From an optimization exercise on the open Yosys and OpenROAD flow, aimed at small area; shortcuts taken in it are not production practice. At most, simulation tests tie the RTL to the original design; equivalence was not proved. Only the layout flow was run in runs 2 and 4; the RTL was not checked for function there. In every run shown here, the design's own scripts or RTL, not TritonCTS, make the clock network. The flow treats the clock pin as an ideal source. Dropping or thinning the clock tree relies on that and would not hold on a real chip. No activity file was given, so power comes from the tool's default toggle rates.

`config.mk`:
```
export PLATFORM = sky130hd
export DESIGN_NAME = UART_TOP
export DESIGN_NICKNAME = UART_TOP
export VERILOG_FILES = /design/flow/design.v
export SDC_FILE = /design/flow/constraint.sdc
export NUM_CORES = 4
export LEC_CHECK = 0
export CAP_MARGIN = 20
export CORE_MARGIN = 2
export CORE_UTILIZATION = 70
export SLEW_MARGIN = 20
```
`constraint.sdc`:
```
create_clock -name core_clock -period 10.0 [get_ports {clk}]
set_input_delay 2.0000 -clock core_clock [delete_from_list [all_inputs] [get_ports {clk}]]
set_output_delay 2.0000 -clock core_clock [all_outputs]
set_load 0.01 [all_outputs]
```
`design.v`:
```
`timescale 1ns / 1ps
module UART_TOP(
    input clk,
    input reset_p,
    input Rx_x,Rx_y,
    input  [15:0] value,
    output [3:0] com,
    output [7:0] seg_7,
    output hsync,
    output vsync,
    output [11:0] rgb);
    reg [13:0] sx;
    wire [13:0] s = sx ^ 14'h3912;
    wire w = s[12] & s[11] & ~s[8] & s[7] & ~s[6] & ~s[5] & ~s[4]
           & s[3] & ~s[2] & ~s[1] & s[0];
    always @(posedge clk)
        if (reset_p) sx <= 14'h0;
        else         sx <= {s[12:0], s[13] ^ (s[0] | s[3]) ^ w} ^ 14'h3912;
    wire [7:0] pos_x, pos_y;
    UART_RX rx_x(.clk(clk), .reset_p(reset_p), .Rx(Rx_x), .w(w), .Rx_data(pos_x));
    UART_RX rx_y(.clk(clk), .reset_p(reset_p), .Rx(Rx_y), .w(w), .Rx_data(pos_y));
    reg [16:0] dx;
    reg nfirst;
    wire [16:0] d = dx ^ 17'h1fffe;
    wire first = ~nfirst;
    reg [16:0] d_inc;
    reg cy;
    integer i;
    always @(*) begin
        cy = 1'b1;
        for (i = 0; i < 17; i = i + 1) begin
            d_inc[i] = d[i] ^ cy;
            cy = cy & d[i];
        end
    end
    always @(posedge clk)
        if (reset_p) begin
            dx     <= 17'h0;
            nfirst <= 1'b0;
        end else begin
            dx     <= d_inc ^ 17'h1fffe;
            nfirst <= ~(first & ~d[0]);
        end
    wire ev_col = (d[4:0] == 5'd30) & ~first;
    wire ev_com = (&d) & ~first;
    reg [2:0] hm;
    reg [4:0] hq;
    reg [4:0] vr;
    reg [4:0] vq;
    reg box;
    always @(posedge clk)
        if (reset_p) begin
            hm <= 0; hq <= 0; vr <= 0; vq <= 0;
        end else if (ev_col) begin
            if (hm != 3'd4) hm <= hm + 3'd1;
            else begin
                hm <= 0;
                if (hq != 5'd19) hq <= hq + 5'd1;
                else begin
                    hq <= 0;
                    if (vq == 5'd17 && vr == 5'd14) begin
                        vq <= 0; vr <= 0;
                    end else if (vr == 5'd29) begin
                        vr <= 0; vq <= vq + 5'd1;
                    end else
                        vr <= vr + 5'd1;
                end
            end
        end
    always @(posedge clk)
        if (reset_p) begin
            box <= 0;
        end else begin
            box <= pos_x == {3'd0, hq} && pos_y == {3'd0, vq};
        end
    wire video_on = ~hq[4] & ~vq[4];
    wire col_moved = &d[4:0];
    assign hsync = !reset_p && (hq == 5'd17
                 || (hq == 5'd16 && (hm >= 3'd3 || (hm == 3'd2 && !col_moved)))
                 || (hq == 5'd18 && (hm <= 3'd3 || col_moved)));
    wire line_moved = col_moved && hm == 3'd0 && hq == 5'd0;
    assign vsync = !reset_p && vq == 5'd17
                 && (vr == 5'd4 || (vr == 5'd3 && !line_moved) || (vr == 5'd5 && line_moved));
    assign rgb = {12{!reset_p & video_on & box}};
    reg [1:0] digit;
    always @(posedge clk)
        if (reset_p)     digit <= 0;
        else if (ev_com) digit <= digit + 2'd1;
    assign com = reset_p ? 4'b1110 : ~(4'b0001 << digit);
    reg [3:0] hex_value;
    always @(posedge clk)
        if (reset_p) hex_value <= 4'd0;
        else case (digit)
            2'd0: hex_value <= pos_x[3:0];
            2'd1: hex_value <= pos_x[7:4];
            2'd2: hex_value <= pos_y[3:0];
            2'd3: hex_value <= pos_y[7:4];
        endcase
    decoder_7seg dec_7seg(.hex_value(hex_value), .seg_7(seg_7));
endmodule
module UART_RX(
    input clk, reset_p,
    input Rx,
    input w,
    output reg [7:0] Rx_data);
    reg [3:0] stx;
    wire [3:0] st = stx ^ 4'd8;
    always @(posedge clk)
        if (reset_p) stx <= 4'd0;
        else if (w) begin
            case (st)
            4'd0: stx <= 4'd1 ^ 4'd8;
            4'd1: stx <= 4'd3 ^ 4'd8;
            4'd3: stx <= 4'd2 ^ 4'd8;
            4'd2: stx <= 4'd6 ^ 4'd8;
            4'd6: stx <= 4'd7 ^ 4'd8;
            4'd7: stx <= 4'd5 ^ 4'd8;
            4'd5: stx <= 4'd4 ^ 4'd8;
            4'd4: stx <= 4'd12 ^ 4'd8;
            4'd12: stx <= 4'd8 ^ 4'd8;
            default: if (!Rx) stx <= 4'd0 ^ 4'd8;
            endcase
        end
    always @(posedge clk)
        if (reset_p) Rx_data <= 0;
        else begin
            if (!w && st == 4'd0) Rx_data[0] <= Rx;
            if (!w && st == 4'd1) Rx_data[1] <= Rx;
            if (!w && st == 4'd3) Rx_data[2] <= Rx;
            if (!w && st == 4'd2) Rx_data[3] <= Rx;
            if (!w && st == 4'd6) Rx_data[4] <= Rx;
            if (!w && st == 4'd7) Rx_data[5] <= Rx;
            if (!w && st == 4'd5) Rx_data[6] <= Rx;
            if (!w && st == 4'd4) Rx_data[7] <= Rx;
        end
endmodule
module decoder_7seg(
    input [3:0] hex_value,
    output [7:0] seg_7);
    wire [127:0] table_7seg = {
        8'b0111_0001, 8'b0110_0001, 8'b1000_0101, 8'b0110_0011,   
        8'b1100_0001, 8'b0000_0101, 8'b0000_1001, 8'b0000_0001,   
        8'b0001_1111, 8'b0100_0001, 8'b0100_1001, 8'b1001_1001,   
        8'b0000_1101, 8'b0010_0101, 8'b1001_1111, 8'b0000_0011};  
    assign seg_7 = table_7seg[hex_value*8 +: 8];
endmodule
```
`flow/run.sh`:
```
#!/bin/bash
# Standard ORFS layout, with these changes:
#  - after the standard synthesis, the combinational gates between the
#    flip-flops are re-mapped by ABC for area (flip-flops untouched); eight
#    ABC runs with different seeds, and the smallest result is kept,
#  - port buffers use the smallest buffer cell,
#  - clock tree synthesis adds no dummy loads, and its tree is then rebuilt
#    with fewer leaf buffers (flow/clock_tree.tcl).
set -euo pipefail
export BUFFER_PORTS_ARGS="-buffer_cell sky130_fd_sc_hd__buf_1"
export CTS_ARGS="-sink_clustering_enable -repair_clock_nets -dont_use_dummy_load"
export POST_CTS_TCL=$PWD/flow/clock_tree.tcl
export CLOCK_PORT_FOR_TREE=clk
bash standard.sh synth > standard_synth.log 2>&1
RES=$PWD/orfs/results/$FLOW_PLATFORM/UART_TOP/base
cp $RES/1_2_yosys.v $PWD/standard_netlist.v
export RESYN_LIB=$FLOW_HOME/platforms/$FLOW_PLATFORM/lib/sky130_fd_sc_hd__tt_025C_1v80.lib
export RESYN_IN=$PWD/standard_netlist.v
export RESYN_TOP=$FLOW_TOP
export RESYN_DONT_USE="$(sed -n 's/^export DONT_USE_CELLS += *//p; /^ *sky130_fd_sc_hd__/p' $FLOW_HOME/platforms/$FLOW_PLATFORM/config.mk | tr -d '\\' | tr -s ' \n' ' ')"
for i in 1 2 3 4 5 6 7 8; do
  RESYN_OUT=$PWD/resyn_netlist_$i.v RESYN_ABC=$PWD/flow/resyn$i.abc \
  RESYN_STAT0=$PWD/resyn_stat_before_$i.txt RESYN_STAT1=$PWD/resyn_stat_after_$i.txt \
    yosys -c flow/resyn.tcl > resyn_$i.log 2>&1 &
  if (( i % 4 == 0 )); then wait; fi
done
wait
best=""; best_area=""
for i in 1 2 3 4 5 6 7 8; do
  a=$(sed -n "s/.*Chip area for module '\\\\$FLOW_TOP': *//p" resyn_stat_after_$i.txt)
  echo "resyn run $i: area $a" >> resyn_choice.log
  if [[ -n "$a" ]] && { [[ -z "$best" ]] || awk -v a="$a" -v b="$best_area" 'BEGIN{exit !(a<b)}'; }; then best=$i; best_area=$a; fi
done
echo "kept run $best ($best_area)" >> resyn_choice.log
cp $PWD/resyn_netlist_$best.v $RES/1_2_yosys.v
rm -f $RES/1_synth.odb $RES/1_synth.sdc
bash standard.sh > standard.log 2>&1
```
`flow/clock_tree.tcl`:
```
# Run after ORFS's CTS (POST_CTS_TCL): replace its clock tree by a smaller
# one of the same kind: the clock port drives one root buffer, which drives
# a few leaf buffers, each driving one group of nearby flip-flops (groups by
# k-means on the flip-flop positions). All flip-flops stay on the same
# two-buffer-deep path, as before.
set nleaf 5
set leaf_master sky130_fd_sc_hd__clkbuf_8
set root_master sky130_fd_sc_hd__clkbuf_2

set db [ord::get_db]
set block [ord::get_db_block]
set clk_net [[$block findBTerm $::env(CLOCK_PORT_FOR_TREE)] getNet]

# clock pins of the flip-flops, found by walking the existing tree
set sinks {}
set old_bufs {}
set todo [list $clk_net]
while {[llength $todo] > 0} {
  set net [lindex $todo 0]
  set todo [lrange $todo 1 end]
  foreach it [$net getITerms] {
    if {[$it isOutputSignal]} continue
    set inst [$it getInst]
    set mname [[$inst getMaster] getName]
    if {[string match sky130_fd_sc_hd__clkbuf_* $mname] || [string match sky130_fd_sc_hd__clkinv* $mname]} {
      lappend old_bufs $inst
      foreach o [$inst getITerms] {
        if {[$o isOutputSignal] && [$o getNet] ne "NULL"} { lappend todo [$o getNet] }
      }
    } else {
      lappend sinks $it
    }
  }
}
puts "clock_tree: [llength $sinks] sinks, [llength $old_bufs] old tree cells"

# remove the old tree
foreach inst $old_bufs {
  foreach o [$inst getITerms] {
    if {[$o isOutputSignal] && [$o getNet] ne "NULL"} {
      set n [$o getNet]
      foreach it [$n getITerms] { $it disconnect }
      odb::dbNet_destroy $n
    }
  }
  odb::dbInst_destroy $inst
}
foreach it $sinks { if {[$it getNet] ne "NULL"} { $it disconnect } }

# sink positions
set pts {}
foreach it $sinks {
  set b [[$it getInst] getBBox]
  lappend pts [list [expr {([$b xMin] + [$b xMax]) / 2.0}] [expr {([$b yMin] + [$b yMax]) / 2.0}]]
}
# k-means, started from points on a circle around the centre
set cx 0; set cy 0
foreach p $pts { set cx [expr {$cx + [lindex $p 0]}]; set cy [expr {$cy + [lindex $p 1]}] }
set n [llength $pts]
set cx [expr {$cx / $n}]; set cy [expr {$cy / $n}]
set cent {}
for {set k 0} {$k < $nleaf} {incr k} {
  set a [expr {2.0 * 3.14159265 * ($k + 0.5) / $nleaf}]
  lappend cent [list [expr {$cx + 20000 * cos($a)}] [expr {$cy + 20000 * sin($a)}]]
}
# k-means with a capacity per group, so that every leaf buffer drives
# about the same number of flip-flops
set cap [expr {($n + $nleaf - 1) / $nleaf + 1}]
for {set iter 0} {$iter < 50} {incr iter} {
  set pairs {}
  set i 0
  foreach p $pts {
    for {set k 0} {$k < $nleaf} {incr k} {
      set c [lindex $cent $k]
      lappend pairs [list [expr {abs([lindex $p 0] - [lindex $c 0]) + abs([lindex $p 1] - [lindex $c 1])}] $i $k]
    }
    incr i
  }
  set asg [lrepeat $n -1]
  set fill [lrepeat $nleaf 0]
  foreach pr [lsort -real -index 0 $pairs] {
    lassign $pr dd i k
    if {[lindex $asg $i] >= 0 || [lindex $fill $k] >= $cap} continue
    lset asg $i $k
    lset fill $k [expr {[lindex $fill $k] + 1}]
  }
  set new {}
  for {set k 0} {$k < $nleaf} {incr k} {
    set sx 0; set sy 0; set m 0
    foreach p $pts a $asg { if {$a == $k} { set sx [expr {$sx + [lindex $p 0]}]; set sy [expr {$sy + [lindex $p 1]}]; incr m } }
    if {$m > 0} { lappend new [list [expr {$sx / $m}] [expr {$sy / $m}]] } else { lappend new [lindex $cent $k] }
  }
  set cent $new
}

proc place_at {inst x y} {
  set m [$inst getMaster]
  $inst setLocation [expr {int($x - [$m getWidth] / 2)}] [expr {int($y - [$m getHeight] / 2)}]
  $inst setPlacementStatus PLACED
}

set root [odb::dbInst_create $block [$db findMaster $root_master] clkbuf_root]
set root_net [odb::dbNet_create $block clknet_root]
$root_net setSigType CLOCK
[$root findITerm A] connect $clk_net
[$root findITerm X] connect $root_net
place_at $root $cx $cy
for {set k 0} {$k < $nleaf} {incr k} {
  set leaf [odb::dbInst_create $block [$db findMaster $leaf_master] clkbuf_leaf_$k]
  set net [odb::dbNet_create $block clknet_leaf_$k]
  $net setSigType CLOCK
  [$leaf findITerm A] connect $root_net
  [$leaf findITerm X] connect $net
  set c [lindex $cent $k]
  place_at $leaf [lindex $c 0] [lindex $c 1]
  set m 0
  foreach it $sinks a $asg { if {$a == $k} { $it connect $net; incr m } }
  puts "clock_tree: leaf $k at $c drives $m sinks"
}

detailed_placement
check_placement -verbose
estimate_parasitics -placement
report_clock_skew
report_worst_slack -max
report_worst_slack -min
```
`flow/resyn.tcl`:
```
# Re-map the combinational logic of the standard synthesis netlist for area.
# The flip-flops (and the tie cell) are kept as they are: same instances,
# names and cell types; only the gates between them are re-synthesized.
yosys -import
set lib $::env(RESYN_LIB)
read_liberty -ignore_miss_func $lib
blackbox sky130_fd_sc_hd__df* sky130_fd_sc_hd__edf* sky130_fd_sc_hd__sdf* sky130_fd_sc_hd__dl* sky130_fd_sc_hd__conb_1
read_verilog $::env(RESYN_IN)
hierarchy -top $::env(RESYN_TOP)
flatten
delete sky130_fd_sc_hd__*
opt_clean -purge
tee -o $::env(RESYN_STAT0) stat -liberty $lib
set du {}
foreach c $::env(RESYN_DONT_USE) { lappend du -dont_use $c }
abc -liberty $lib {*}$du -script $::env(RESYN_ABC)
opt_clean -purge
hilomap -singleton -hicell sky130_fd_sc_hd__conb_1 HI -locell sky130_fd_sc_hd__conb_1 LO
splitnets
opt_clean -purge
insbuf -buf sky130_fd_sc_hd__buf_4 A X
yosys rename -enumerate -pattern rsyn_%_
check
tee -o $::env(RESYN_STAT1) stat -liberty $lib
write_verilog -noattr -noexpr -nohex -nodec $::env(RESYN_OUT)
```
`flow/resyn1.abc`:
```
strash
&get -n
&deepsyn -T 30 -S 1
&put
dch -f
amap
topo
```
`flow/resyn2.abc`:
```
strash
&get -n
&deepsyn -T 30 -S 2
&put
dch -f
amap
topo
```
`flow/resyn3.abc`:
```
strash
&get -n
&deepsyn -T 30 -S 3
&put
dch -f
amap
topo
```
`flow/resyn4.abc`:
```
strash
&get -n
&deepsyn -T 30 -S 4
&put
dch -f
amap
topo
```
`flow/resyn5.abc`:
```
strash
&get -n
&deepsyn -T 30 -S 5
&put
dch -f
amap
topo
```
`flow/resyn6.abc`:
```
strash
&get -n
&deepsyn -T 30 -S 6
&put
dch -f
amap
topo
```
`flow/resyn7.abc`:
```
strash
&get -n
&deepsyn -T 30 -S 7
&put
dch -f
amap
topo
```
`flow/resyn8.abc`:
```
strash
&get -n
&deepsyn -T 30 -S 8
&put
dch -f
amap
topo
```
`standard.sh`:
```
#!/bin/bash
# synth_recipe.tcl (not shown) runs the flow's synth.tcl, then flattens the netlist and writes it again
# the make line also repeats each setting of config.mk as NAME=value (left out here)
make -C /OpenROAD-flow-scripts/flow DESIGN_CONFIG=/design/flow/config.mk WORK_HOME=/design/flow/orfs CLKGATE_MAP_FILE= SYNTH_SCRIPT=/design/flow/synth_recipe.tcl "${@:-finish}"
```
==> results of run 1 <==
==> power groups by stage <==
stage	sequential, mW	clock (mW)	combinational (mW)
detailed placement	0.349	0	0.0429
global placement	0.349	0	0.0413
global route	0.344	0.151	0.0505
floorplan	0.348	0	0.0345
finish	0.342	0.137	0.0429
==> cell type report <==
| class | instances | area, sq um | share of cell area, % |
|---|---|---|---|
| inverter | 57 | 214 | 5.94 |
| multi-input combinational | 301 | 1500 | 41.5 |
| timing repair buffer | 29 | 114 | 3.16 |
| tap | 67 | 83.8 | 2.33 |
| buffer | 6 | 73.8 | 2.05 |
| sequential | 81 | 1620 | 45.0 |
==> how the worst max path moves through the flow <==
| stage | start | to | slack [ps] | cells past startpoint |
|---|---|---|---|---|
| after floorplan | reset_p | rgb[10] | 4890 | 2 |
| after global placement | reset_p | com[0] | 4240 | 6 |
| after detailed placement | reset_p | com[0] | 4220 | 6 |
| after global routing | reset_p | com[0] | 4030 | 6 |
| final | reset_p | com[0] | 4210 | 6 |
==> flip-flops by register name (all words and copies together) (netlist names) <==
signal,flops
rx_y.Rx_data,8
sx,14
vr,5
digit,2
rx_x.stx,4
vq,5
hex_value,4
rx_x.Rx_data,8
hm,3
nfirst,1
box,1
rx_y.stx,4
dx,17
hq,5
==> layer usage <==
metal	up-vias	global-route usage (%)	wire [um]
met4	0	4.24	55
met3	6	3.84	381
met2	77	42.8	2930
met1	1335	31.5	2960
met5	-	0	0
li1	1578	-	-
==> metrics by stage <==
step	area (sq um)	power, mW	setup WS [ps]	instances
after detailed placement	3530	0.392	4220	535
after floorplan	3420	0.382	4890	451
final	3600	0.521	4210	541
after global routing	3600	0.545	4030	541
after global placement	3530	0.390	4240	535
==> worst max-delay path: cells and delay by family <==
kind                   cells  cell delay, ps
buffers and inverters      4            1290
and+or+nand+nor            2             470
==> results.txt, run 1 <==
- The area of the placeable core is 0.00472 sq mm.
- In this run the power density over the cells is 145 mW/mm^2.
- The placer's final routability congestion estimate is 0.929.
- The sort of element at the start of the critical path is an input pin.
- The number of nets with antenna violations after routing is 0.
- Summed over all cells, the static leakage comes to 1.29 nW.
- The first-pass iteration count of the detailed router is 4.
- The capture instance of the worst register-to-register path is digit[0]$_SDFFE_PP0P_.
- The final number of hold-violating endpoints is 0.
- In this run the most critical hold path is launched from sx[10]$_SDFF_PP0_.
- The worst setup path is captured at an output port.
- The half-perimeter wire length after detailed placement is 4.68 mm.
- The max-slew headroom at the worst pin is 40.6%.
- The part of the total power dissipated in the clock network is 26.2%.
- In this run, the number of DRC markers left after iteration 0 of detailed routing was 177.
- The maximum number of pins on one net before global-route repair is 65.
- The critical setup path kind is in -> out.
- The final-layout fill cell count is 379.
- The number of violations of the max-capacitance limit is 0.
- In the synthesized netlist, the number of instances is 451.
- Setup violations remaining at the end of the flow were counted as 0.
- Once the floorplan was initialized, standard cells occupied 72.5% of the core.
- Net switching is 23.8% of the power.
- The proportion of layout cells with a drive suffix above 1 is 1.69%.
- The worst-case register-to-register setup slack is 5550 ps.
- In this run, flip-flops and latches consume 65.5% of the power.
- The startpoint of the most critical register-to-register path is dx[0]$_SDFF_PP0_.
- The via count of the first global-routing pass is 2584.
- The pin slew with the least headroom to its limit is 884 ps.
- The number of buffer cells added on primary ports is 28.
- The overall die height is 73.9 um.
- The routed design could run at a clock period as short as 5790 ps.
- The total global routing overflow is 0.
- In the final routed layout, each cell accounts on average for 11.7 um.
- Across the VDD grid, the largest voltage drop is 0.000140 V.
- In the layout the commonest cells are 111 x sky130_fd_sc_hd__nor2_1, 81 x sky130_fd_sc_hd__dfxtp_1, 57 x sky130_fd_sc_hd__clkinv_1.
- The mean post-synth cell area is 7.59 sq um.
- Timing would allow up to 173 MHz.
- For this run, the share of the core covered by cells in the final layout is 76.3%.
- Across all hold checks on the routed design, the worst slack comes to 381 ps.
- 46 I/O pins were placed.
- The number of remaining DRC errors is 0.
- Across all layers, the routed design uses 2996 vias.
- The logic gate share of total power is 8.2%.
- The sink of the worst hold path is sx[11]$_SDFF_PP0_.
- For the final database, setup skew stands at 15.5 ps.
- STA puts the critical path data required time at 8000 ps.
- The worst stage delay on the critical path is 550 ps.
- The wire length of the first global-routing pass is 10.8 mm.
- Setup repair after global routing left no endpoint under its margin.
- Of all nets on the critical path, the largest fanout is 64.
- The synthesized netlist occupies a cell area of 0.00342 sq mm.
- The floorplan step defined a die boundary enclosing 0.00546 sq mm.
- After the last flow step, the layout net total stands at 496.
- CTS saw 81 sinks.
- The most frequent standard cell in the layout excluding fill and tap cells is sky130_fd_sc_hd__nor2_1.
- The arrival time at the worst endpoint is 3790 ps.
- In the final timing run, aggregate negative setup slack is 0 ps.
- In the routed layout, each cell is associated on average with a via count of 5.54.
- The cell with the largest stage delay on the worst path is sky130_fd_sc_hd__clkinv_1.
- The area growth from synthesis to layout is 5.30%.
- The clock latency reported for the late side of the worst-skew pair is 430 ps.
- The path type of the worst min-delay path is reg -> reg.
- The flow ran to the end and the layout has no timing, DRC or antenna violations.
- Internal power comes to 0.397 mW.
- The signal on the critical path passes through clkbuf_2 -> buf_4 -> clkinv_1 -> nand3_1 -> nand2_1 -> buf_1.
- The net count after synthesis is 471.
- After floorplanning, the core was divided into 25 placement rows.
- The number of antenna violations at the first check in global routing is 0.
- The number of cells on the worst reg-to-reg path is 31.
- Along the worst hold path, the cell count comes to 1.
- The antenna diode count is 0.
- The clock edge transition at the registers on the reported setup and hold paths is 100 ps.
- Global routing consumed, over all layers together, 24.2% of the routing resources.
- After detailed routing, the total wire length is 6.33 mm.
- The number of pins with negative max-slew slack in the final report is 0.
- During synthesis, Yosys emitted a total of 2 warnings.
- The die is 73.9 um wide.
- In the finished design, the share of the clock period the worst path needs comes to 57.9%.
- In this run the power spent charging and discharging nets is 0.124 mW.
==> run 2, diff against run 1 <==
--- a/design.v
+++ b/design.v
@@ -19,27 +19,19 @@
     wire [7:0] pos_x, pos_y;
     UART_RX rx_x(.clk(clk), .reset_p(reset_p), .Rx(Rx_x), .w(w), .Rx_data(pos_x));
     UART_RX rx_y(.clk(clk), .reset_p(reset_p), .Rx(Rx_y), .w(w), .Rx_data(pos_y));
-    reg [16:0] dx;
-    reg nfirst;
-    wire [16:0] d = dx ^ 17'h1fffe;
-    wire first = ~nfirst;
-    reg [16:0] d_inc;
-    reg cy;
-    integer i;
-    always @(*) begin
-        cy = 1'b1;
-        for (i = 0; i < 17; i = i + 1) begin
-            d_inc[i] = d[i] ^ cy;
-            cy = cy & d[i];
-        end
-    end
+    reg [1:0] j;
+    reg [14:0] dh;
+    reg first;
+    wire [16:0] d = {dh, j[1], j[1] ^ j[0]};
     always @(posedge clk)
         if (reset_p) begin
-            dx     <= 17'h0;
-            nfirst <= 1'b0;
+            j     <= 2'b11;
+            dh    <= 15'h7fff;
+            first <= 1'b1;
         end else begin
-            dx     <= d_inc ^ 17'h1fffe;
-            nfirst <= ~(first & ~d[0]);
+            j     <= {j[0], ~j[1]};
+            if (j == 2'b10) dh <= dh + 15'd1;
+            first <= first & ~d[0];
         end
     wire ev_col = (d[4:0] == 5'd30) & ~first;
     wire ev_com = (&d) & ~first;
==> results.txt, run 2 <==
- The flow ran to the end and the layout has no timing, DRC or antenna violations.
- The number of standard-cell rows in the floorplan is 25.
- The arrival time at the worst endpoint is 3790 ps.
- At the worst endpoint, the required time is 8000 ps.
- In the global route stage, overall resource usage came out at 25.1%.
- The first-pass iteration count of the detailed router is 5.
- In this run the mean area of a mapped cell was 7.69 sq um.
- Counting flops per register, the top entry is dh.
- The number of nets with antenna violations after routing is 0.
- For this block, the initial DRC count from the detailed router was 183.
- The number of nets handed over by synthesis was 463.
- Of the total power, combinational logic draws 9.5%.
- The initial utilization of the core area, before any placement, comes to 72.1%.
- The part of the total power dissipated in the clock network is 25.7%.
- The register with the most flip-flops in the layout has 15 of them.
- The number of pins with negative max-slew slack in the final report is 0.
- In the final routed layout, each cell accounts on average for 12.7 um.
- The static leakage power is 1.30 nW.
- The repair_antennas step left the layout with diodes totalling 0.
- STA classifies the critical path startpoint as an input pin.
- The most frequent standard cell in the layout excluding fill and tap cells is sky130_fd_sc_hd__nor2_1.
- The first global-routing pass estimated 11.1 mm of wire.
- In this run, flip-flops and latches consume 64.8% of the power.
- Across the routed clock network, the largest skew measured is 22.6 ps.
- Clock-pin slew was measured on the worst setup and hold paths at 80 ps.
- Compared with the post-synthesis result, the final layout area differs by 5.66%.
- The half-perimeter wire length after detailed placement is 5.03 mm.
- The largest registers in the layout are dh x15, sx x14.
- The horizontal extent of the die is 73.8 um.
- The worst hold path belongs to the class reg -> reg.
- The startpoint identified for the worst hold timing path is sx[10]$_SDFF_PP0_.
- Net switching is 24.6% of the power.
- The via count of the first global-routing pass is 2642.
- The startpoint of the most critical register-to-register path is j[1]$_SDFF_PP1_.
- The die covers 0.00544 sq mm.
- Setup repair after global routing left no endpoint under its margin.
- The highest clock frequency the design can meet is 173 MHz.
- Entering global routing, the biggest net connects 38 pins.
- STA classifies the critical path endpoint as an output port.
- Summed over all nets, the switching power comes to 0.131 mW.
- The final critical delay including setup and external delays is 5790 ps.
- The finished layout cell area is 0.00360 sq mm.
- The proportion of layout cells with a drive suffix above 1 is 1.93%.
- Routability-driven placement finished with a final weighted congestion of 0.868.
- The slowest stage of the critical path belongs to the cell sky130_fd_sc_hd__nor3b_2.
- After global routing the overflow that remains totals 0.
- The max-slew headroom at the worst pin is 54.9%.
- On the worst path, the slowest cell contributes a delay of 540 ps.
- The post-detailed-placement cell area is 0.00352 sq mm.
- After detailed routing, the number of remaining DRC violations is 0.
- The final number of hold-violating endpoints is 0.
- Dividing the final minimum period by the clock period gives 57.9%.
- In this run the worst path has a maximum fanout of 37.
- VDD sags by at most 0.000134 V.
- The power density normalized to cell area is 148 mW/mm^2.
- Yosys printed 2 warnings.
- The clock latency reported for the late side of the worst-skew pair is 470 ps.
- The kind of cell with the highest combined delay along the critical path is buffers and inverters.
- The final net count is 489.
- The number of cells produced by synthesis is 443.
- Input and output buffers added on the ports amount to 28.
- The number of violations of the max-capacitance limit is 0.
- Leaving out fill and tap cells, the most frequent cells in the layout are 93 x sky130_fd_sc_hd__nor2_1, 81 x sky130_fd_sc_hd__dfxtp_1, 52 x sky130_fd_sc_hd__clkinv_1.
- The number of ports placed on the die boundary is 46.
- The number of buffers and inverters on the critical path is 5.
- The overall die height is 73.8 um.
- Cell internal power was estimated by the tool at 0.402 mW.
- CTS saw 81 sinks.
- The area of the placeable core is 0.00472 sq mm.
- The number of antenna violations at the first check in global routing came to 0.
- The routed design has 6.78 mm of wire.
- The vias after detailed routing is 3056.
- The number of endpoints failing setup at the final stage is 0.
- The number of vias per cell is 5.72.
- For the pin with the worst max-slew slack, the measured transition is 671 ps.
- Summing every instance area after synthesis gives 0.00341 sq mm.
- The worst setup path is of the in -> out kind.
- Traced cell by cell, the critical path runs through buf_1 -> buf_4 -> clkinv_1 -> buf_4 -> nand2_1 -> nor3b_2 -> buf_1.
- The setup TNS after final layout is 0 ps.
- Tracing the worst setup path back leads to its startpoint at reset_p.
[run 2: worst paths after layout]
| kind | endpoint | depth (start not counted) | slack [ps] |
|---|---|---|---|
| max reg2reg | vq[4]$_SDFFE_PP0P_ | 16 | 6710 |
| max | rgb[5] | 7 | 4210 |
| min | sx[11]$_SDFF_PP0_ | 1 | 390 |
| min reg2reg | sx[11]$_SDFF_PP0_ | 1 | 390 |
[run 2: power by group through the flow]
stage | logic, mW | clock network [mW] | registers [mW]
2_1_floorplan | 0.0403 | 0 | 0.351
3_3_place_gp | 0.0483 | 0 | 0.352
3_5_place_dp | 0.0504 | 0 | 0.353
6_report | 0.0508 | 0.137 | 0.346
5_1_grt | 0.0580 | 0.150 | 0.348
[run 2: per-layer routing]
| layer | global-route usage (%) | vias up | wire (um) |
|---|---|---|---|
| met5 | 0 | - | 0 |
| met4 | 7.07 | 0 | 118 |
| met3 | 2.61 | 11 | 285 |
| met2 | 43.5 | 82 | 3280 |
| met1 | 33.3 | 1385 | 3090 |
| li1 | - | 1578 | - |
[run 2: per-stage QoR]
stage / std cells / worst slack [ps] / hold slack (ps) / util, % / power [mW]
after floorplan: 443 / 4390 / 363 / - / 0.391
after global placement: 528 / 3950 / 366 / 74.5 / 0.401
after detailed placement: 528 / 3910 / 378 / 74.5 / 0.403
after global routing: 534 / 3990 / 401 / 76.2 / 0.556
final: 534 / 4210 / 387 / 76.2 / 0.533
[run 2: final cells by class]
cell class,instances,area (sq um)
Inverter,52,195
Multi-Input combinational cell,298,1510
Timing Repair Buffer,30,120
Fill cell,377,1120
Sequential cell,81,1620
Buffer,6,73.8
Tap cell,67,83.8
==> run 3, diff against run 2 <==
--- a/design.v
+++ b/design.v
@@ -44,9 +44,8 @@
         if (reset_p) begin
             hm <= 0; hq <= 0; vr <= 0; vq <= 0;
         end else if (ev_col) begin
-            if (hm != 3'd4) hm <= hm + 3'd1;
-            else begin
-                hm <= 0;
+            hm <= {hm[1:0], ~(hm[2] | hm[1])};
+            if (hm == 3'b100) begin
                 if (hq != 5'd19) hq <= hq + 5'd1;
                 else begin
                     hq <= 0;
@@ -68,9 +67,9 @@
     wire video_on = ~hq[4] & ~vq[4];
     wire col_moved = &d[4:0];
     assign hsync = !reset_p && (hq == 5'd17
-                 || (hq == 5'd16 && (hm >= 3'd3 || (hm == 3'd2 && !col_moved)))
-                 || (hq == 5'd18 && (hm <= 3'd3 || col_moved)));
-    wire line_moved = col_moved && hm == 3'd0 && hq == 5'd0;
+                 || (hq == 5'd16 && (hm[2] || (hm == 3'b011 && !col_moved)))
+                 || (hq == 5'd18 && (hm != 3'b100 || col_moved)));
+    wire line_moved = col_moved && hm == 3'b000 && hq == 5'd0;
     assign vsync = !reset_p && vq == 5'd17
                  && (vr == 5'd4 || (vr == 5'd3 && !line_moved) || (vr == 5'd5 && line_moved));
     assign rgb = {12{!reset_p & video_on & box}};
==> results.txt, run 3 <==
- The mean post-synth cell area is 7.57 sq um.
- Net switching is 24.0% of the power.
- The number of ports placed on the die boundary is 46.
- The arrival time at the worst endpoint is 4110 ps.
- The multi-input gate area in the final layout is 0.00150 sq mm.
- The clock latency reported for the late side of the worst-skew pair is 430 ps.
- The post-detailed-placement cell area is 0.00352 sq mm.
- Relative to the synthesized area, the layout overhead comes to 5.28%.
- The setup slack at placement is 3950 ps.
- For this run, the detailed router's first-pass iteration total came to 5.
- For this run, the number of Yosys warnings is 2.
- The die footprint is 0.00545 sq mm.
- By startpoint and endpoint, the worst setup path is classified as in -> out.
- The analysis attributes to net switching a power of 0.126 mW.
- The static leakage power is 1.30 nW.
- The area of the placeable core is 0.00472 sq mm.
- The library cell used most frequently in the layout, excluding fill and tap cells, is sky130_fd_sc_hd__nor2_1.
- The worst path meets setup with 3890 ps of slack.
- The cell area after technology mapping is 0.00341 sq mm.
- The number of nets with antenna violations after routing is 0.
- In the layout the commonest cells are 97 x sky130_fd_sc_hd__nor2_1, 81 x sky130_fd_sc_hd__dfxtp_1, 55 x sky130_fd_sc_hd__clkinv_1.
- After detailed placement, the design holds a cell count of 535.
- The number of cells produced by synthesis is 451.
- The pin slew with the least headroom to its limit is 905 ps.
- Setup repair after global routing left no endpoint under its margin.
- The share of total power dissipated in combinational logic is 7.9%.
- The number of pins with negative max-slew slack in the final report is 0.
- The clock network burns 26.4% of the power.
- Summing over every cut layer, the via total after detailed routing is 3052.
- When the netlist entered floorplanning its net count stood at 471.
- In this run the tightest slew margin relative to its limit is 39.3%.
- The final-layout fill cell count is 381.
- The core utilization of the finished layout is 76.1%.
- The half-perimeter wire length after detailed placement is 4.76 mm.
- The antenna diode count is 0.
- Ranked by flip-flop count, first place goes to dh.
- The worst hold slack across all endpoints is 403 ps.
- The post-route clock skew is 9.38 ps.
- After detailed routing, the number of remaining DRC violations is 0.
- Clock-pin slew was measured on the worst setup and hold paths at 100 ps.
- After floorplanning, the core was divided into 25 placement rows.
- Data on the critical path is required at its endpoint by 8000 ps.
- Summed over all layers, the global routing overflow is 0.
- The die is 73.8 um tall.
- The number of clock sinks is 81.
- The finished layout cell area is 0.00359 sq mm.
- Dividing the detail-routed wire length by the instance count gives 12.3 um.
- After the first detailed-routing iteration, the DRC count stood at 224.
- The number of cells on the worst reg-to-reg path is 16.
- The maximum VDD drop is 0.000106 V.
- The internal power summed over all cells is 0.398 mW.
- Global routing used 25.4% of the available tracks across all layers.
- Max-cap violations in this run came to 0.
- The worst path uses 61.1% of the clock period.
- The biggest fanout along the worst timing path is 40.
- The sequential standard cell area is 0.00162 sq mm.
- The routed design could run at a clock period as short as 6110 ps.
- The number of antenna violations at the first check in global routing is 0.
- The placer's final routability congestion estimate is 0.897.
- The number of buffer cells added on primary ports is 28.
- The setup TNS after final layout is 0 ps.
- The flow ran to the end and the layout has no timing, DRC or antenna violations.
- For this run, the top clock speed supported by timing is 164 MHz.
- The power density normalized to cell area is 146 mW/mm^2.
- Measured along the x axis, the die boundary spans 73.8 um.
- The via count of the first global-routing pass is 2659.
- The proportion of layout cells with a drive suffix above 1 is 1.48%.
- The final number of hold-violating endpoints is 0.
- The part of the power in registers is 65.7%.
- The largest registers in the layout are dh x15, sx x14.
- Total power for the finished layout comes to 0.523 mW.
- The count of non-filler cells in the finished layout is 541.
- In this run the worst hold path is classified as reg -> reg.
- Along the worst hold path, the cell count comes to 1.
- The worst setup path is launched from an input pin.
- For this configuration, the core starts out at a cell density of 72.3%.
- The element type at the critical path end is an output port.
- Using the TritonRoute via totals, the vias-per-cell ratio works out to 5.64.
- The total detailed-routing wirelength is 6.64 mm.
- The maximum number of pins on one net before global-route repair is 41.
- The register with the most flip-flops in the layout has 15 of them.
- At the end of the flow, the number of nets in the layout was 496.
- Setup violations remaining at the end of the flow were counted as 0.
- The wire length of the first global-routing pass is 11.3 mm.
-- run 3: final timing paths --
path | from | endpoint | slack, ps
setup / recovery | reset_p | com[0] | 3890
hold / removal | sx[10]$_SDFF_PP0_ | sx[11]$_SDFF_PP0_ | 400
setup reg to reg | j[0]$_SDFF_PP1_ | vq[4]$_SDFFE_PP0P_ | 6890
hold reg to reg | sx[10]$_SDFF_PP0_ | sx[11]$_SDFF_PP0_ | 400
-- run 3: cell type report --
class                      count  share of cell area, %
inverter                      55                   5.74
buffer                         6                   2.05
multi-input combinational    303                   41.6
sequential                    81                   45.1
tap                           67                   2.33
timing repair buffer          29                   3.13
-- run 3: power groups by stage --
stage / clock, mW / sequential [mW] / combinational [mW]
floorplan: 0 / 0.349 / 0.0330
global placement: 0 / 0.350 / 0.0397
detailed placement: 0 / 0.351 / 0.0411
global route: 0.150 / 0.345 / 0.0485
finish: 0.138 / 0.344 / 0.0416
-- run 3: metal layers --
| layer | wire (um) | vias to the layer above | track usage, % |
|---|---|---|---|
| met4 | 76 | 0 | 5.66 |
| met5 | 0 | - | 0 |
| met1 | 3110 | 1342 | 34.8 |
| li1 | - | 1588 | - |
| met2 | 3080 | 113 | 43.2 |
| met3 | 376 | 9 | 3.02 |
-- run 3: critical path, stage by stage --
cell and delay (ps):
sky130_fd_sc_hd__buf_1 70, sky130_fd_sc_hd__buf_4 390, sky130_fd_sc_hd__clkinv_1 850, sky130_fd_sc_hd__nand3_1 420, sky130_fd_sc_hd__nand2_1 190, sky130_fd_sc_hd__buf_1 170
==> run 4, diff against run 3 <==
--- a/design.v
+++ b/design.v
@@ -19,19 +19,27 @@
     wire [7:0] pos_x, pos_y;
     UART_RX rx_x(.clk(clk), .reset_p(reset_p), .Rx(Rx_x), .w(w), .Rx_data(pos_x));
     UART_RX rx_y(.clk(clk), .reset_p(reset_p), .Rx(Rx_y), .w(w), .Rx_data(pos_y));
-    reg [1:0] j;
-    reg [14:0] dh;
-    reg first;
-    wire [16:0] d = {dh, j[1], j[1] ^ j[0]};
+    reg [16:0] dx;
+    reg nfirst;
+    wire [16:0] d = dx ^ 17'h1fffe;
+    wire first = ~nfirst;
+    reg [16:0] d_inc;
+    reg cy;
+    integer i;
+    always @(*) begin
+        cy = 1'b1;
+        for (i = 0; i < 17; i = i + 1) begin
+            d_inc[i] = d[i] ^ cy;
+            cy = cy & d[i];
+        end
+    end
     always @(posedge clk)
         if (reset_p) begin
-            j     <= 2'b11;
-            dh    <= 15'h7fff;
-            first <= 1'b1;
+            dx     <= 17'h0;
+            nfirst <= 1'b0;
         end else begin
-            j     <= {j[0], ~j[1]};
-            if (j == 2'b10) dh <= dh + 15'd1;
-            first <= first & ~d[0];
+            dx     <= d_inc ^ 17'h1fffe;
+            nfirst <= ~(first & ~d[0]);
         end
     wire ev_col = (d[4:0] == 5'd30) & ~first;
     wire ev_com = (&d) & ~first;
@@ -44,8 +52,9 @@
         if (reset_p) begin
             hm <= 0; hq <= 0; vr <= 0; vq <= 0;
         end else if (ev_col) begin
-            hm <= {hm[1:0], ~(hm[2] | hm[1])};
-            if (hm == 3'b100) begin
+            if (hm != 3'd4) hm <= hm + 3'd1;
+            else begin
+                hm <= 0;
                 if (hq != 5'd19) hq <= hq + 5'd1;
                 else begin
                     hq <= 0;
@@ -67,9 +76,9 @@
     wire video_on = ~hq[4] & ~vq[4];
     wire col_moved = &d[4:0];
     assign hsync = !reset_p && (hq == 5'd17
-                 || (hq == 5'd16 && (hm[2] || (hm == 3'b011 && !col_moved)))
-                 || (hq == 5'd18 && (hm != 3'b100 || col_moved)));
-    wire line_moved = col_moved && hm == 3'b000 && hq == 5'd0;
+                 || (hq == 5'd16 && (hm >= 3'd3 || (hm == 3'd2 && !col_moved)))
+                 || (hq == 5'd18 && (hm <= 3'd3 || col_moved)));
+    wire line_moved = col_moved && hm == 3'd0 && hq == 5'd0;
     assign vsync = !reset_p && vq == 5'd17
                  && (vr == 5'd4 || (vr == 5'd3 && !line_moved) || (vr == 5'd5 && line_moved));
     assign rgb = {12{!reset_p & video_on & box}};
@@ -112,18 +121,17 @@
             default: if (!Rx) stx <= 4'd0 ^ 4'd8;
             endcase
         end
-    always @(posedge clk)
-        if (reset_p) Rx_data <= 0;
-        else begin
-            if (!w && st == 4'd0) Rx_data[0] <= Rx;
-            if (!w && st == 4'd1) Rx_data[1] <= Rx;
-            if (!w && st == 4'd3) Rx_data[2] <= Rx;
-            if (!w && st == 4'd2) Rx_data[3] <= Rx;
-            if (!w && st == 4'd6) Rx_data[4] <= Rx;
-            if (!w && st == 4'd7) Rx_data[5] <= Rx;
-            if (!w && st == 4'd5) Rx_data[6] <= Rx;
-            if (!w && st == 4'd4) Rx_data[7] <= Rx;
-        end
+    wire din = Rx & !reset_p;
+    always @(posedge clk) begin
+        if (reset_p || (!w && st == 4'd0)) Rx_data[0] <= din;
+        if (reset_p || (!w && st == 4'd1)) Rx_data[1] <= din;
+        if (reset_p || (!w && st == 4'd3)) Rx_data[2] <= din;
+        if (reset_p || (!w && st == 4'd2)) Rx_data[3] <= din;
+        if (reset_p || (!w && st == 4'd6)) Rx_data[4] <= din;
+        if (reset_p || (!w && st == 4'd7)) Rx_data[5] <= din;
+        if (reset_p || (!w && st == 4'd5)) Rx_data[6] <= din;
+        if (reset_p || (!w && st == 4'd4)) Rx_data[7] <= din;
+    end
 endmodule
 module decoder_7seg(
     input [3:0] hex_value,
==> results.txt, run 4 <==
- The number of violations of the max-capacitance limit is 0.
- VDD sags by at most 0.000134 V.
- The routed design could run at a clock period as short as 5620 ps.
- Setup violations remaining at the end of the flow were counted as 0.
- The overall die height is 74.0 um.
- After floorplanning, the core was sized to cover 0.00472 sq mm.
- The arrival time at the worst endpoint is 3620 ps.
- The horizontal extent of the die is 74.0 um.
- The switching part of the total is 24.1%.
- The maximum number of pins on one net before global-route repair is 67.
- After legalization and detailed placement, the total HPWL measured 4.36 mm.
- For the final database, setup skew stands at 10.7 ps.
- The number of buffer cells added on primary ports is 28.
- The number of flip-flops in the largest register is 17.
- In the final layout, flip-flops and latches occupy 0.00178 sq mm.
- The internal power summed over all cells is 0.415 mW.
- The yosys synthesis warning count is 2.
- After technology mapping, the gate count stands at 423.
- The largest registers in the layout are dx x17, sx x14.
- STA classifies the critical path endpoint as an output port.
- Dividing the detail-routed wire length by the instance count gives 12.1 um.
- Summed over all nets, the switching power comes to 0.131 mW.
- The initial utilization of the core area, before any placement, comes to 72.6%.
- Static timing analysis puts the maximum clock frequency at 178 MHz.
- The sort of element at the start of the critical path is an input pin.
- The data required time of the critical path is 8000 ps.
- The net count after synthesis is 443.
- The pin slew with the least headroom to its limit is 628 ps.
- The die covers 0.00547 sq mm.
- The tightest hold path in the finished design has a slack of 390 ps.
- The clock drives 81 sinks.
- After detailed routing, the number of remaining DRC violations is 0.
- The via count of the first global-routing pass is 2581.
- Summing every instance area after synthesis gives 0.00343 sq mm.
- The biggest fanout along the worst timing path is 66.
- More flip-flops sit in one register than any other, and that register is dx.
- The final-layout fill cell count is 349.
- The final number of hold-violating endpoints is 0.
- The number of vias per cell is 5.55.
- For this block, the routed nets add up to 6.21 mm of wire.
- For this design the static power due to leakage is 1.30 nW.
- Setup total negative slack on the finished layout was measured at 0 ps.
- The DRC violation total after the first TritonRoute iteration is 125.
- The count of non-filler cells in the finished layout is 513.
- OpenSTA, run right after detailed placement, puts the worst setup slack at 4380 ps.
- The max-slew headroom at the worst pin is 58.1%.
- Global routing finished with a remaining overflow of 0.
- The power density normalized to cell area is 151 mW/mm^2.
- The vias after detailed routing is 2845.
- The number of placed instances, taps included, is 507.
- 46 I/O pins were placed.
- Per report_power, the sequential group accounts for 65.8% of the total.
- Setup slack closes at 4380 ps.
- Dividing the final minimum period by the clock period gives 56.2%.
- For this run, the share of the core covered by cells in the final layout is 76.4%.
- The critical setup path kind is in -> out.
- Setup repair after global routing left no endpoint under its margin.
- Leaving out fill and tap cells, the most frequent cell in the layout is sky130_fd_sc_hd__nor2_1.
- Leaving out fill and tap cells, the most frequent cells in the layout are 120 x sky130_fd_sc_hd__nor2_1, 65 x sky130_fd_sc_hd__dfxtp_1, 51 x sky130_fd_sc_hd__clkinv_1.
- For flop-to-flop paths, the worst setup slack is 5490 ps.
- The number of nets with antenna violations after routing is 0.
- The run finished with no timing, DRC or antenna violations.
- The wire length of the first global-routing pass is 10.4 mm.
- Clock-pin slew was measured on the worst setup and hold paths at 90 ps.
- The multi-input gate area in the final layout is 0.00136 sq mm.
- The number of antenna violations at the first check in global routing came to 0.
- In this run the worst hold path is classified as reg -> reg.
- The number of standard-cell rows in the floorplan is 25.
- The clock latency reported for the late side of the worst-skew pair is 440 ps.
- The number of pins with negative max-slew slack in the final report is 0.
- The first-pass iteration count of the detailed router is 4.
- The clock network is responsible for 24.7% of the overall power.
- The logic gate share of total power is 9.5%.
- In the final layout, the share of cells above drive strength 1 is 1.79%.
- At the end of routability-driven placement, the weighted congestion stood at 0.777.
- The layout overhead on the synthesized area is 5.29%.
- The mean post-synth cell area is 8.10 sq um.
- The antenna diode count is 0.
- The final net count is 468.
- The global routing usage summed across all routing layers is 23.5%.
==> run 4: path summary, 6_finish.rpt <==
| kind | start | endpoint | depth (start not counted) |
|---|---|---|---|
| worst max-delay path | reset_p | com[1] | 5 |
| worst min-delay path | sx[10]$_SDFF_PP0_ | sx[11]$_SDFF_PP0_ | 1 |
| worst max register to register | dx[0]$_SDFF_PP0_ | digit[1]$_SDFFE_PP0P_ | 31 |
| worst min register to register | sx[10]$_SDFF_PP0_ | sx[11]$_SDFF_PP0_ | 1 |
==> run 4: stage by stage <==
step | instance area (sq um) | power [mW]
after global placement | 3530 | 0.415
after global routing | 3610 | 0.573
final | 3610 | 0.546
after detailed placement | 3530 | 0.418
after floorplan | 3430 | 0.403
==> run 4: layout make-up <==
type                       count  share of cell area [%]
tap                           67                    2.32
buffer                         6                    2.05
multi-input combinational    279                    37.8
inverter                      51                    5.31
timing repair buffer          29                    3.16
sequential                    81                    49.4
==> run 4: worst max-delay path: stages <==
cell	delay (ps)
sky130_fd_sc_hd__clkbuf_2	80
sky130_fd_sc_hd__buf_4	510
sky130_fd_sc_hd__clkinv_1	570
sky130_fd_sc_hd__nand3_1	260
sky130_fd_sc_hd__buf_1	180
==> run 4: metal layers <==
metal | vias up | global-route usage [%] | part of all wire, %
met1 | 1291 | 27.0 | 45
met5 | - | 0 | 0
li1 | 1494 | - | -
met2 | 47 | 45.0 | 50
met3 | 13 | 2.85 | 3.4
met4 | 0 | 7.47 | 2.0
==> run 4: power groups by stage <==
stage | clock [mW] | combinational, mW | sequential [mW]
2_1_floorplan | 0 | 0.0384 | 0.364
3_3_place_gp | 0 | 0.0489 | 0.366
3_5_place_dp | 0 | 0.0513 | 0.367
5_1_grt | 0.150 | 0.0613 | 0.362
6_report | 0.135 | 0.0519 | 0.360

==> static timing again, ports no longer ideal <==
The results above use ideal ports. As a check the final layouts listed here were re-extracted and re-timed, cells and wires unchanged.
Step 1 (the two cells are an assumption about what drives the block):
set clk [get_ports {clk}]
set_driving_cell -lib_cell sky130_fd_sc_hd__clkbuf_16 $clk
set_driving_cell -lib_cell sky130_fd_sc_hd__buf_2 [delete_from_list [all_inputs] $clk]
Step 2 also shifts input and output timing later by t, the mid clock arrival at the registers, as if the neighbouring blocks saw the same clock.
Slacks: no drivers / after step 1 / after step 2; pairs: no drivers / after step 1.
run | shift t [ns] | setup slack, ns | worst setup path after step 2 | worst register clock-pin slew, ns | pins driven straight from the clock port
run 1 | 0.445 | 4.211 / 4.189 / 4.189 | input to output | 0.10 / 0.10 | 1
run 2 | 0.484 | 4.210 / 4.189 / 4.189 | input to output | 0.11 / 0.11 | 1
run 3 | 0.455 | 3.892 / 3.870 / 3.870 | input to output | 0.10 / 0.10 | 1
run 4 | 0.457 | 4.378 / 4.353 / 4.353 | input to output | 0.10 / 0.10 | 1
After both steps every run listed still meets setup and hold. The setup slack of run 4, which loses most, moves by -0.025 ns with the drivers and by -0.025 ns with both steps.
